What follows belongs to an exercise in optimizing a design on an open flow for small area, a short achievable clock period and few clock cycles; a production flow would make more cautious choices.
Only simulation tests tie the RTL to the original design; equivalence was not proved.

==> flow/design.v (excerpt) <==
module Bicubic #(parameter fraction_bits = 15)
(
input CLK,
input RST,
input enable,
input [7:0] input_data,
output logic [13:0] iaddr,
output logic ird,
output logic we,
output logic [13:0] waddr,
output logic [7:0] output_data,
input [6:0] V0,
input [6:0] H0,
input [4:0] SW,
input [4:0] SH,
input [5:0] TW,
input [5:0] TH,
output logic DONE
);
Size in the first run: about 59000 sq um of cells after synthesis.
==> flow/config.mk <==
export PLATFORM = sky130hd
export DESIGN_NAME = Bicubic
export DESIGN_NICKNAME = Bicubic
export VERILOG_FILES = /design/flow/design.v
export SDC_FILE = /design/flow/constraint.sdc
export NUM_CORES = 4
export LEC_CHECK = 0
export CAP_MARGIN = 20
export CORE_MARGIN = 2
export CORE_UTILIZATION = 40
export CTS_CLUSTER_DIAMETER = 80
export CTS_CLUSTER_SIZE = 30
export SLEW_MARGIN = 20
export SYNTH_HIERARCHICAL = 1
export SYNTH_MINIMUM_KEEP_SIZE = 0
==> flow/constraint.sdc <==
create_clock -name core_clock -period 55.0 [get_ports {CLK}]
set_input_delay 11.0000 -clock core_clock [delete_from_list [all_inputs] [get_ports {CLK}]]
set_output_delay 11.0000 -clock core_clock [all_outputs]
set_load 0.01 [all_outputs]
standard.sh (not shown) runs the stock make flow with config.mk's settings and CLKGATE_MAP_FILE= SYNTH_SCRIPT=/design/flow/synth_recipe.tcl, a recipe that flattens the netlist after the stock synthesis.
==> flow/flow/run.sh <==
#!/bin/bash
# The standard layout (standard.sh), except that the ports are buffered with a
# plain buffer cell instead of the default delay cell.  The make output goes
# to standard.log; each ORFS step also keeps its own log under orfs/logs/.
set -euo pipefail
export BUFFER_PORTS_ARGS="-buffer_cell sky130_fd_sc_hd__buf_2"
bash standard.sh > standard.log 2>&1
Testbench counts at the start, summed over its fixed seeds: cycles 85,609.
Edit:
--- a/flow/design.v
+++ b/flow/design.v
@@ -379,13 +379,13 @@
 wire kc17;
 cubic_kernel u_kernel(.pm1(kp0), .p0(kp1), .p1(kp2), .p2(kp3), .f(kf), .t2(kt2), .t3(kt3),
                       .ha(kha), .hb(khb), .c17(kc17));
 reg [12:0] kha_r, khb_r;
 reg kc17_r;
 reg k_c, k_last, k_oc, k_gf, k_olc, k_kf, k_ik;
-reg [7:0] k_bv, k_fv;
+reg [7:0] k_bv;
 wire [7:0] kres;
 kernel_round u_round(.ha(kha_r), .hb(khb_r), .c17(kc17_r), .q(kres));
 always @(posedge CLK or posedge RST) begin
     if (RST) begin
         k_iss <= 0; k_fire <= 0; we <= 0;
     end else begin
@@ -394,24 +394,25 @@
         we <= k_iss;
     end
 end
 always @(posedge CLK) begin
     kha_r <= kha; khb_r <= khb; kc17_r <= kc17;
     k_c <= fcol; k_last <= flast;
-    k_kf <= fxf; k_ik <= ryf; k_bv <= W[oc][1]; k_fv <= fp1;
+    k_kf <= fxf; k_ik <= ryf; k_bv <= W[oc][1];
     k_oc <= oc; k_gf <= gfirst; k_olc <= olastc;
     if (k_iss) begin
         output_data <= k_ik ? kres : k_bv;
         waddr <= k_gf ? {8'b0, oi0} :
                  waddr + (k_oc ? 14'd1 : {8'b0, rTW} - {13'b0, k_olc});
     end
     if (fire) begin
         nA[wptr][fcol] <= falt ? fp2 : fp0;
         nX[wptr][fcol] <= fxf;
+        if (!fxf) nH[wptr][fcol] <= fp1;
     end
-    if (k_fire) nH[wptr][k_c] <= k_kf ? kres : k_fv;
+    if (k_fire && k_kf) nH[wptr][k_c] <= kres;
 end
 endmodule
 module cubic_kernel (
 input [7:0] pm1, p0, p1, p2,
 input [14:0] f,
 input [15:0] t2, t3,
Area after synthesis is higher by 1.5%.
Final area grows by 1.8%.
Utilization rises by 0.14 points.
Sequential cell count came out lower by 8.
Critical path depth is unchanged.
Testbench counts after the change, summed over its fixed seeds: cycles 85,609.

---

== main ==
Bicubic, a different RTL version from the one above (not shown whole).
For scale: ~86 I/O pins, about 58,000 um2 of cells after synthesis.
clock: 55.0 ns
lec_check: 0
cap_margin: 20
core_margin: 2
core_utilization: 40
cts_cluster_diameter: 80
cts_cluster_size: 30
slew_margin: 20
synth_hierarchical: 1
synth_minimum_keep_size: 0
Scripts as last shown in full above: flow/flow/run.sh
main completed every stage of the flow, and the final layout passed the timing, DRC and antenna checks.
Testbench counts of main, summed over its fixed seeds: cycles 87,983.
Changes in the feature branch relative to main:
--- a/flow/design.v
+++ b/flow/design.v
@@ -103,18 +103,19 @@
 reg [1:0]  bw;                       
 reg        fe_lat;                   
 localparam CS_OFF = 2'd0, CS_COL = 2'd1, CS_WT = 2'd2;
 reg [1:0] cs_st;
 reg cs_c;
 reg [5:0] cs_i;
 wire cs_valid = cs_i < rTW;
 wire cs_xf = |QX[14:10];
 wire [6:0] cs_X = rH0 + {2'b0, QX[19:15]};
+wire [6:0] cs_Xn = rH0 + {2'b0, QXn[19:15]};
 wire cs_ok = (cs_st == CS_COL) && fe_lat && cf[cs_c];
 assign cs_req = cs_ok && cs_valid && cs_xf;
 wire cs_colgo = cs_ok && (!(cs_valid && cs_xf) || tu_gcs);
 wire cs_coldone = cs_colgo && !(cs_valid && cs_xf) || (cs_st == CS_WT);
 wire fe_take;                        
 wire col_free;                       
 always @(posedge CLK or posedge RST) begin
     if (RST) begin
         cs_st <= CS_OFF;
@@ -211,19 +212,19 @@
         tg1_fire <= s_fire;
         tg2_sh <= tg1_sh;
         tg2_fire <= tg1_fire;
         tg3_fire <= tg2_fire;
     end
 end
 always @(posedge CLK) begin
     if (fe_take) begin
         rowaddr <= grprow;
-        samex <= QXn[19:15] == QX[19:15];
+        samex <= cs_Xn == cs_X;
         col1v <= (cs_i + 1'b1) < rTW;
         rr <= 0;
         slot <= 0;
     end
     if (slot_act) begin
         if (s_read) iaddr <= ((slot == 0) ? rowaddr : iaddr + 14'd100);
         slot <= last_slot ? 3'd0 : slot + 1'b1;
         if (last_slot) begin
             rowaddr <= rowaddr + 1'b1;
@@ -263,21 +264,19 @@
 reg k_iss, k_fire;                   
 wire g_yf = |QY[14:10];
 wire g_last = (jp == rTH1);
 wire g_step = !g_last && (QYn[19:15] != QY[19:15]);
 wire g_tready = tu_busy && !tu_own;
 assign pr_req = pr_on && g_yf && !tu_busy;
 wire pvalid = pr_on && (!g_yf || g_tready);
 wire olastc = ({1'b0, oi0} + 7'd1) < {1'b0, rTW};
 reg ryf;                             
-wire fxf = tg3_xf;
-wire fire_k = fire && fxf;           
-wire issue = oe_on && rv && !(fire_k && ryf);
+wire issue = oe_on && rv && !fire;
 wire last_issue = issue && (oc == olastc);
 wire grp_end = last_issue && rlast;
 wire all_end = grp_end && (({1'b0, oi0} + 7'd2) >= {1'b0, rTW});
 wire head_v = nvalid[rptr];
 wire step_now = last_issue && rstep;
 wire pop_step = head_v && (need_pop || step_now);
 wire pop_init = oe_on && head_v && (initcnt != 0) && !rv;
 assign oe_pop = pop_step || pop_init;
 wire need_pop_after = (need_pop || step_now) && !pop_step;
@@ -345,59 +344,60 @@
             if (pop_init)
                 W[c][3] <= nH[rptr][c];
             else if (nX[rptr][c])
                 W[c][3] <= ryf ? nH[rptr][c] : nA[rptr][c];
             else
                 W[c][3] <= rj0 ? W[c][3] : nH[rptr][c];
         end
     end
 end
-wire [7:0] kp0 = fire_k ? sr[0] : W[oc][0];
-wire [7:0] kp1 = fire_k ? sr[1] : W[oc][1];
-wire [7:0] kp2 = fire_k ? sr[2] : W[oc][2];
-wire [7:0] kp3 = fire_k ? sr[3] : W[oc][3];
-wire [14:0] kf = fire_k ? bf[tg3_c] : rf;
-wire [15:0] kt2 = fire_k ? bt2[tg3_c] : rt2;
-wire [15:0] kt3 = fire_k ? bt3[tg3_c] : rt3;
+wire [7:0] kp0 = fire ? sr[0] : W[oc][0];
+wire [7:0] kp1 = fire ? sr[1] : W[oc][1];
+wire [7:0] kp2 = fire ? sr[2] : W[oc][2];
+wire [7:0] kp3 = fire ? sr[3] : W[oc][3];
+wire [14:0] kf = fire ? bf[tg3_c] : rf;
+wire [15:0] kt2 = fire ? bt2[tg3_c] : rt2;
+wire [15:0] kt3 = fire ? bt3[tg3_c] : rt3;
 wire [12:0] kha, khb;
 wire kc17;
 cubic_kernel u_kernel(.pm1(kp0), .p0(kp1), .p1(kp2), .p2(kp3), .f(kf), .t2(kt2), .t3(kt3),
                       .ha(kha), .hb(khb), .c17(kc17));
 reg [12:0] kha_r, khb_r;
 reg kc17_r;
-reg k_c, k_last, k_oc, k_gf, k_olc, k_kf, k_ik;
-reg [7:0] k_bv, k_fv;
+reg k_c, k_last, k_xf, k_oc, k_gf, k_olc;
+reg [7:0] k_alt;
 wire [7:0] kres;
 kernel_round u_round(.ha(kha_r), .hb(khb_r), .c17(kc17_r), .q(kres));
 always @(posedge CLK or posedge RST) begin
     if (RST) begin
         k_iss <= 0; k_fire <= 0; we <= 0;
     end else begin
         k_iss <= issue;
         k_fire <= fire;
         we <= k_iss;
     end
 end
 always @(posedge CLK) begin
     kha_r <= kha; khb_r <= khb; kc17_r <= kc17;
-    k_c <= tg3_c; k_last <= tg3_last;
-    k_kf <= fxf; k_ik <= ryf; k_bv <= W[oc][1]; k_fv <= sr[1];
+    k_c <= tg3_c; k_last <= tg3_last; k_xf <= tg3_xf;
+    k_alt <= tg3_alt ? sr[2] : sr[0];
     k_oc <= oc; k_gf <= gfirst; k_olc <= olastc;
     if (k_iss) begin
-        output_data <= k_ik ? kres : k_bv;
+        output_data <= kres;
         waddr <= k_gf ? {8'b0, oi0} :
-                 waddr + (k_oc ? 14'd1 : {8'b0, rTW} - {13'b0, k_olc});
+                 k_oc ? waddr + 1'b1 :
+                 waddr + {8'b0, rTW} - {13'b0, k_olc};
     end
-    if (fire) begin
-        nA[wptr][tg3_c] <= tg3_alt ? sr[2] : sr[0];
-        nX[wptr][tg3_c] <= tg3_xf;
+    if (k_fire) begin
+        nH[wptr][k_c] <= kres;
+        nA[wptr][k_c] <= k_alt;
+        nX[wptr][k_c] <= k_xf;
     end
-    if (k_fire) nH[wptr][k_c] <= k_kf ? kres : k_fv;
 end
 endmodule
 module cubic_kernel (
 input [7:0] pm1, p0, p1, p2,
 input [14:0] f,
 input [15:0] t2, t3,
 output [12:0] ha, hb,
 output c17
 );
==> results.txt <==
- Upper clock frequency limit: main vs the feature branch — no meaningful difference
- The feature branch and main ended up with nearly the same share of the clock period used by the worst path.
- Per the comparison of the feature branch with main, via count rose by about 1.4%; design area stayed essentially flat; hold-critical path depth stayed essentially flat; clock sink count fell by 9.
Testbench counts of the feature branch, summed over its fixed seeds: cycles 90,277.

[re-timing with driven ports]
In the flow no input, the clock included, has a driving cell. The finished layouts below were timed again as built, in two steps. Step 1 (the two cells are an assumption about what drives the block):
set clk [get_ports {CLK}]
set_driving_cell -lib_cell sky130_fd_sc_hd__clkbuf_16 $clk
set_driving_cell -lib_cell sky130_fd_sc_hd__buf_2 [delete_from_list [all_inputs] $clk]
Step 2 moves the port delays by t, midway between the first and last clock arrival at a register: inputs arrive t later, outputs are due t later. That takes back most of the time a late clock gives input paths. a / b / c = ideal / step 1 / step 2; a / b = the first two.
| run | t (ns) | slack for setup (ns) | latest minus earliest clock arrival (ns) |
|---|---|---|---|
| the first run of note 1 | 0.713 | 42.683 / 42.614 / 42.977 | 0.051 / 0.051 |
| the second run of note 1 | 0.716 | 42.676 / 42.606 / 42.708 | 0.056 / 0.056 |
| main | 0.720 | 42.688 / 42.612 / 42.929 | 0.050 / 0.051 |
| the feature branch | 0.689 | 42.651 / 42.575 / 42.945 | 0.066 / 0.066 |
After both steps setup and hold are still met in every run listed.
